Background: an optimization exercise with open tools, aiming at small area. Do not read the settings as production practice. At most, simulation tests tie the RTL to the original design; equivalence was not proved. Power is estimated from default activity; no workload was simulated. No driver is modelled on the clock port, so clocking that relies on it looks cheaper here than on a real chip.

## adc_top
module adc_top (
    input  wire                clk,
    input  wire                rstn,
    input  wire signed [4:0]   dat_in,
    output wire                clk_vld_out,
    output wire signed [31:0]  dat_out
);
    reg  [8:0] cnt;       
    reg  [5:0] ph;        
    reg        clr;       
    reg        vld;
    always @(posedge clk or negedge rstn) begin
        if (!rstn) begin
            cnt <= 9'd0;
            ph  <= 6'd0;
            clr <= 1'b1;
            vld <= 1'b0;
        end else begin
            cnt <= cnt + 9'd1;
            ph  <= (ph == 6'd34) ? 6'd0 : ph + 6'd1;
            if (ph == 6'd34)
                clr <= 1'b0;
            vld <= (cnt == 9'd452);
        end
    end
    wire rend = (ph == 6'd34);         
    wire cap  = (cnt[5:0] == 6'd1);    
    reg       cpend;
    reg [2:0] ckk;
    reg       e0v, e1v, e2v, e3v, e4v;
    reg [2:0] e0k, e1k, e2k, e3k, e4k;
    always @(posedge clk or negedge rstn) begin
        if (!rstn) begin
            cpend <= 1'b0; ckk <= 3'd0;
            e0v <= 1'b0; e1v <= 1'b0; e2v <= 1'b0; e3v <= 1'b0; e4v <= 1'b0;
            e0k <= 3'd0; e1k <= 3'd0; e2k <= 3'd0; e3k <= 3'd0; e4k <= 3'd0;
  ...
Size in the first run: about 3300 flip-flops, about 40 I/O pins, about 0.083 sq mm of cells after synthesis.
export LEC_CHECK = 0
export CAP_MARGIN = 20
export CORE_MARGIN = 2
export CORE_UTILIZATION = 40
export CTS_CLUSTER_DIAMETER = 120
export CTS_CLUSTER_SIZE = 28
export SLEW_MARGIN = 20
create_clock -name core_clock -period 30.0 [get_ports {clk}]
run.sh (not shown) runs the stock make flow with config.mk's settings and CLKGATE_MAP_FILE= SYNTH_SCRIPT=/design/flow/synth_recipe.tcl, a recipe that flattens the netlist after the stock synthesis.
==> next run, changes <==
- CTS_BUF_LIST: default -> sky130_fd_sc_hd__clkbuf_8
- CTS_CLUSTER_DIAMETER: 120 -> default
- CTS_CLUSTER_SIZE: 28 -> 24
Effect: The changed run finished clean. Power rose by 18%. Die area stays the same. Worst hold slack loses 0.038 ns. Core utilization came out higher by 2.7 points.
==> next run, changes <==
- CORE_UTILIZATION: 40 -> 60
- CTS_BUF_LIST: sky130_fd_sc_hd__clkbuf_8 -> default
- CTS_CLUSTER_DIAMETER: default -> 100
- CTS_CLUSTER_SIZE: 24 -> 30
After rerunning: Setup slack got worse by 0.31 ns. Final area came out lower by 7.5%. Synthesized cell count does not change. Clock-buffer cell count came out lower by 431. Area after synthesis is unchanged. Final cell count came out lower by about 18%.

Another version of the RTL of adc_top (not shown whole).
For scale: about 5000 cells after synthesis, ~3200 flip-flops, ~40 I/O pins, roughly 83000 µm² of cells after synthesis.
clock: 30.0 ns
lec_check: 0
cap_margin: 20
core_margin: 2
core_utilization: 60
cts_cluster_diameter: 60
cts_cluster_size: 34
place_density: 0.75
slew_margin: 20
Then changed:
--- a/flow/config.mk
+++ b/flow/config.mk
@@ -11,3 +11,2 @@
-export CTS_CLUSTER_DIAMETER = 60
-export CTS_CLUSTER_SIZE = 34
-export PLACE_DENSITY = 0.75
+export CTS_CLUSTER_DIAMETER = 100
+export CTS_CLUSTER_SIZE = 30
Outcome: The changed run finished with timing, DRC and antenna clean; fmax came out higher slightly; global-route usage falls by 0.95 points; worst setup slack improves by 0.21 ns; sequential share of layout area came out higher by 1.4 points; routed wire length decreases by a few percent.
Then changed:
--- a/flow/config.mk
+++ b/flow/config.mk
@@ -10 +10 @@
-export CORE_UTILIZATION = 60
+export CORE_UTILIZATION = 65
@@ -12,0 +13 @@
+export PLACE_DENSITY = 0.85
Effect:
- total power is higher by 1.7%
- die area shrinks by 7.6%
- sequential share of layout area goes up by 0.14 points
- count of clock-buffer cells in the layout came out higher by 4
- clock power is about the same
- via count climbs by 4.0%
- clock skew rose by 0.038 ns
- register-to-register slack improves by 0.32 ns
- maximum frequency decreases by 0.63%
- flip-flop and latch count is unchanged
- worst setup slack degrades by 0.13 ns
Function was not checked in any run of this note: the RTL went through the layout flow alone.

adc_top, a different RTL version from the one above (not shown whole).
Size: about 5,300 cells after synthesis, roughly 3,200 flip-flops, ~40 I/O pins, about 81,000 µm² of cells after synthesis.
Settings: LEC_CHECK=0, ABC_AREA=1, CAP_MARGIN=20, CORE_MARGIN=2, CORE_UTILIZATION=60, CTS_CLUSTER_DIAMETER=90, CTS_CLUSTER_SIZE=32, SLEW_MARGIN=20; clock period 30.0 ns.
standard.sh (not shown) runs the stock make flow with config.mk's settings and CLKGATE_MAP_FILE= SYNTH_SCRIPT=/design/flow/synth_recipe.tcl, a recipe that flattens the netlist after the stock synthesis.
==> flow/flow/run.sh <==
#!/bin/bash
# The standard layout (standard.sh, unchanged synthesis and steps) with two
# changes: the port buffers are buf_1 cells, and clock tree synthesis inserts
# no dummy loads.  Each tool's output goes to standard.log.
set -euo pipefail
export BUFFER_PORTS_ARGS="-buffer_cell sky130_fd_sc_hd__buf_1"
export CTS_ARGS="-sink_clustering_enable -repair_clock_nets -sink_clustering_size 34 -sink_clustering_max_diameter 90 -dont_use_dummy_load"
bash standard.sh > standard.log 2>&1
The starting point finished clean.
Rerun with:
--- a/flow/config.mk
+++ b/flow/config.mk
@@ -11 +11 @@
-export CORE_UTILIZATION = 60
+export CORE_UTILIZATION = 50
Result:
- fmax barely changes
- cell area rises by 0.74%
- clock-buffer cell count rises by 5
- critical path depth does not change
- non-clock buffer count rises by 2
- cell count rises by 5.6%
- total power rises by 0.65%
- wire length rises by 1.1%
- sequential power is about the same
Rerun with:
--- a/flow/flow/run.sh
+++ b/flow/flow/run.sh
@@ -7 +7 @@
-export CTS_ARGS="-sink_clustering_enable -repair_clock_nets -sink_clustering_size 34 -sink_clustering_max_diameter 90 -dont_use_dummy_load"
+export CTS_ARGS="-sink_clustering_enable -repair_clock_nets -sink_clustering_size 33 -sink_clustering_max_diameter 110 -dont_use_dummy_load"
--- a/flow/config.mk
+++ b/flow/config.mk
@@ -11 +11 @@
-export CORE_UTILIZATION = 50
+export CORE_UTILIZATION = 60
Cell count falls by 5.3%.
Total power falls by 0.63%.
Wire length falls by 0.99%.
Hold slack gains 9.2 ps.
Flip-flop and latch count does not change.
Rerun with:
==> flow/run.sh (new file) <==
#!/bin/bash
# synth_recipe.tcl (not shown) runs the flow's synth.tcl, then flattens the netlist and writes it again
# the make line also repeats each setting of config.mk as NAME=value (left out here)
make -C /OpenROAD-flow-scripts/flow DESIGN_CONFIG=/design/flow/config.mk WORK_HOME=/design/flow/orfs CLKGATE_MAP_FILE= SYNTH_SCRIPT=/design/flow/synth_recipe.tcl finish
removed: flow/flow/run.sh
removed: flow/standard.sh
The new run ran to the end with no violations.
Clock skew decreases by 33 ps.
Clock-buffer cell count rises by 25.
Total power grows by 1.6%.
Sequential cell count does not change.
Final area is higher by 0.80%.
Worst hold slack improves by 33 ps.
Die area is unchanged.
Setup slack gets worse by 350 ps.
First-iteration DRC count increases by 2.8%.

== PW ==
adc_top, a different RTL version from the one above (not shown whole).
For scale: ~4900 cells after synthesis, about 3200 flip-flops, roughly 40 I/O pins, ~82000 um2 of cells after synthesis.
export LEC_CHECK = 0
export CAP_MARGIN = 20
export CORE_MARGIN = 2
export CORE_UTILIZATION = 55
export CTS_CLUSTER_DIAMETER = 100
export CTS_CLUSTER_SIZE = 30
export SLEW_MARGIN = 20
create_clock -name core_clock -period 30.0 [get_ports {clk}]
run.sh (not shown) runs the stock make flow with config.mk's settings and CLKGATE_MAP_FILE= SYNTH_SCRIPT=/design/flow/synth_recipe.tcl, a recipe that flattens the netlist after the stock synthesis.
Stock flow here: none of the scripts above is used.
PW reached the final stage; the timing, design-rule and antenna checks on its layout passed.
Here is what was changed in the inputs of TR compared with PW.
- swapping 55 for 60 in CORE_UTILIZATION
Notes after the runs:
- Of PW and TR, PW shows the lower routed length on met1, with TR above it.
- Layout buffer count excluding clock buffers in TR vs PW: up 1
- The run with more routed wire is TR, not PW.
- TR vs PW, number of inserted diodes went up by 1.

adc_top with an RTL version that a note above also has.
For scale: ~5300 cells after synthesis, ~3200 flip-flops, ~40 I/O pins, about 0.081 mm2 of cells after synthesis.
export LEC_CHECK = 0
export ABC_AREA = 1
export CAP_MARGIN = 20
export CORE_MARGIN = 2
export CORE_UTILIZATION = 60
export CTS_CLUSTER_DIAMETER = 90
export CTS_CLUSTER_SIZE = 32
export SLEW_MARGIN = 20
create_clock -name core_clock -period 30.0 [get_ports {clk}]
standard.sh (not shown) runs the stock make flow with config.mk's settings and CLKGATE_MAP_FILE= SYNTH_SCRIPT=/design/flow/synth_recipe.tcl, a recipe that flattens the netlist after the stock synthesis.
==> flow/flow/run.sh <==
#!/bin/bash
# The standard layout (standard.sh, unchanged synthesis and steps) with two
# changes: the port buffers are buf_1 cells, and clock tree synthesis inserts
# no dummy loads.  Each tool's output goes to standard.log.
set -euo pipefail
export BUFFER_PORTS_ARGS="-buffer_cell sky130_fd_sc_hd__buf_1"
export CTS_ARGS="-sink_clustering_enable -repair_clock_nets -sink_clustering_size 32 -sink_clustering_max_diameter 90 -dont_use_dummy_load"
bash standard.sh > standard.log 2>&1
The first run produced a clean layout.
Then changed:
--- a/flow/flow/run.sh
+++ b/flow/flow/run.sh
@@ -5,4 +5,4 @@
 set -euo pipefail
 export BUFFER_PORTS_ARGS="-buffer_cell sky130_fd_sc_hd__buf_1"
-export CTS_ARGS="-sink_clustering_enable -repair_clock_nets -sink_clustering_size 32 -sink_clustering_max_diameter 90 -dont_use_dummy_load"
+export CTS_ARGS="-sink_clustering_enable -repair_clock_nets -sink_clustering_size 34 -sink_clustering_max_diameter 90 -dont_use_dummy_load -buf_list {sky130_fd_sc_hd__clkbuf_8 sky130_fd_sc_hd__clkbuf_16} -sink_clustering_buffer sky130_fd_sc_hd__clkbuf_16"
 bash standard.sh > standard.log 2>&1
Cell area stays flat.
Wire length barely changes.
Total power shrinks by 0.41%.
Count of clock-buffer cells in the layout came out lower by 5.

== lane 3 ==
adc_top, a different RTL version from the one above (not shown whole).
Size: about 5300 cells after synthesis, about 3200 flip-flops, ~40 I/O pins.
Settings: LEC_CHECK=0, ABC_AREA=1, CAP_MARGIN=20, CORE_MARGIN=2, CORE_UTILIZATION=60, CTS_CLUSTER_DIAMETER=90, CTS_CLUSTER_SIZE=32, GPL_ROUTABILITY_DRIVEN=0, GPL_TIMING_DRIVEN=0, SLEW_MARGIN=20; clock period 30.0 ns.
run.sh (not shown) runs the stock make flow with config.mk's settings and CLKGATE_MAP_FILE= SYNTH_SCRIPT=/design/flow/synth_recipe.tcl, a recipe that flattens the netlist after the stock synthesis.
Stock flow here: none of the scripts above is used.
--- input diff lane 3..lane 4 ---
- GPL_ROUTABILITY_DRIVEN removed (was 0)
- GPL_TIMING_DRIVEN removed (was 0)
Between lane 4 and lane 3, it is lane 4 whose largest net degree at the start of global routing is higher, by 45.
Taking lane 3 over lane 4, the met3 routed wirelength ratio works out to 1.3.
| clock latency at the later pin of the worst-skew pair | lane 4 vs lane 3 | ≈ equal |
Compared with lane 3, lane 4 has extra setup slack.
Vias: lane 4 fewer than lane 3
On clock power, lane 4 tracks lane 3 almost exactly.
The run showing the smaller number of buffers outside the clock class in the layout is lane 4.

==> separate check: timing with driven ports <==
Ports are ideal in the flow. The routed layouts listed here were re-timed in OpenROAD.
Step 1 assumes that a clkbuf_16 drives the clock port and a buf_2 every other input.
Step 2 times the ports against the registers' clock, not the clock port: input delays grow and output delays shrink by t, the midpoint of the rising clock arrivals with the driver on.
a / b / c = ideal / step 1 / step 2; a / b = the first two.
run	t, ns	setup WS [ns]	hold slack, ns	slew at the worst register clock pin (ns)
the first run of note 1	0.889	9.852 / 9.915 / 9.025	0.285 / 0.285 / 0.285	0.12 / 0.12
the second run of note 1	1.119	10.164 / 10.224 / 9.104	0.247 / 0.247 / 0.247	0.08 / 0.08
the third run of note 1	0.829	9.855 / 9.908 / 9.079	0.311 / 0.311 / 0.311	0.12 / 0.12
the first run of note 2	0.855	9.580 / 9.613 / 8.758	0.302 / 0.302 / 0.302	0.12 / 0.12
the second run of note 2	0.837	9.791 / 9.842 / 9.005	0.309 / 0.309 / 0.309	0.12 / 0.12
the third run of note 2	0.839	9.662 / 9.711 / 8.872	0.282 / 0.282 / 0.282	0.12 / 0.12
the first run of note 3	0.793	10.289 / 10.345 / 9.552	0.263 / 0.263 / 0.263	0.12 / 0.12
the second run of note 3	0.812	10.305 / 10.365 / 9.552	0.267 / 0.267 / 0.267	0.12 / 0.12
the third run of note 3	0.787	10.279 / 10.335 / 9.548	0.276 / 0.276 / 0.276	0.12 / 0.12
the fourth run of note 3	0.822	9.931 / 9.978 / 9.156	0.309 / 0.309 / 0.309	0.12 / 0.12
PW	0.831	9.042 / 9.096 / 8.266	0.300 / 0.300 / 0.300	0.12 / 0.12
TR	0.823	8.975 / 9.026 / 8.204	0.297 / 0.297 / 0.297	0.12 / 0.12
the first run of note 5	0.790	10.290 / 10.347 / 9.557	0.279 / 0.279 / 0.279	0.12 / 0.12
the second run of note 5	0.793	10.289 / 10.345 / 9.552	0.263 / 0.263 / 0.263	0.12 / 0.12
lane 3	0.817	9.810 / 9.868 / 9.052	0.300 / 0.300 / 0.300	0.12 / 0.12
lane 4	0.807	9.978 / 10.024 / 9.217	0.281 / 0.281 / 0.281	0.12 / 0.12
After both steps setup and hold are still met in every run listed. For the second run of note 1, which loses most, drivers alone change the setup slack by +0.060 ns; drivers and shift together by -1.060 ns.
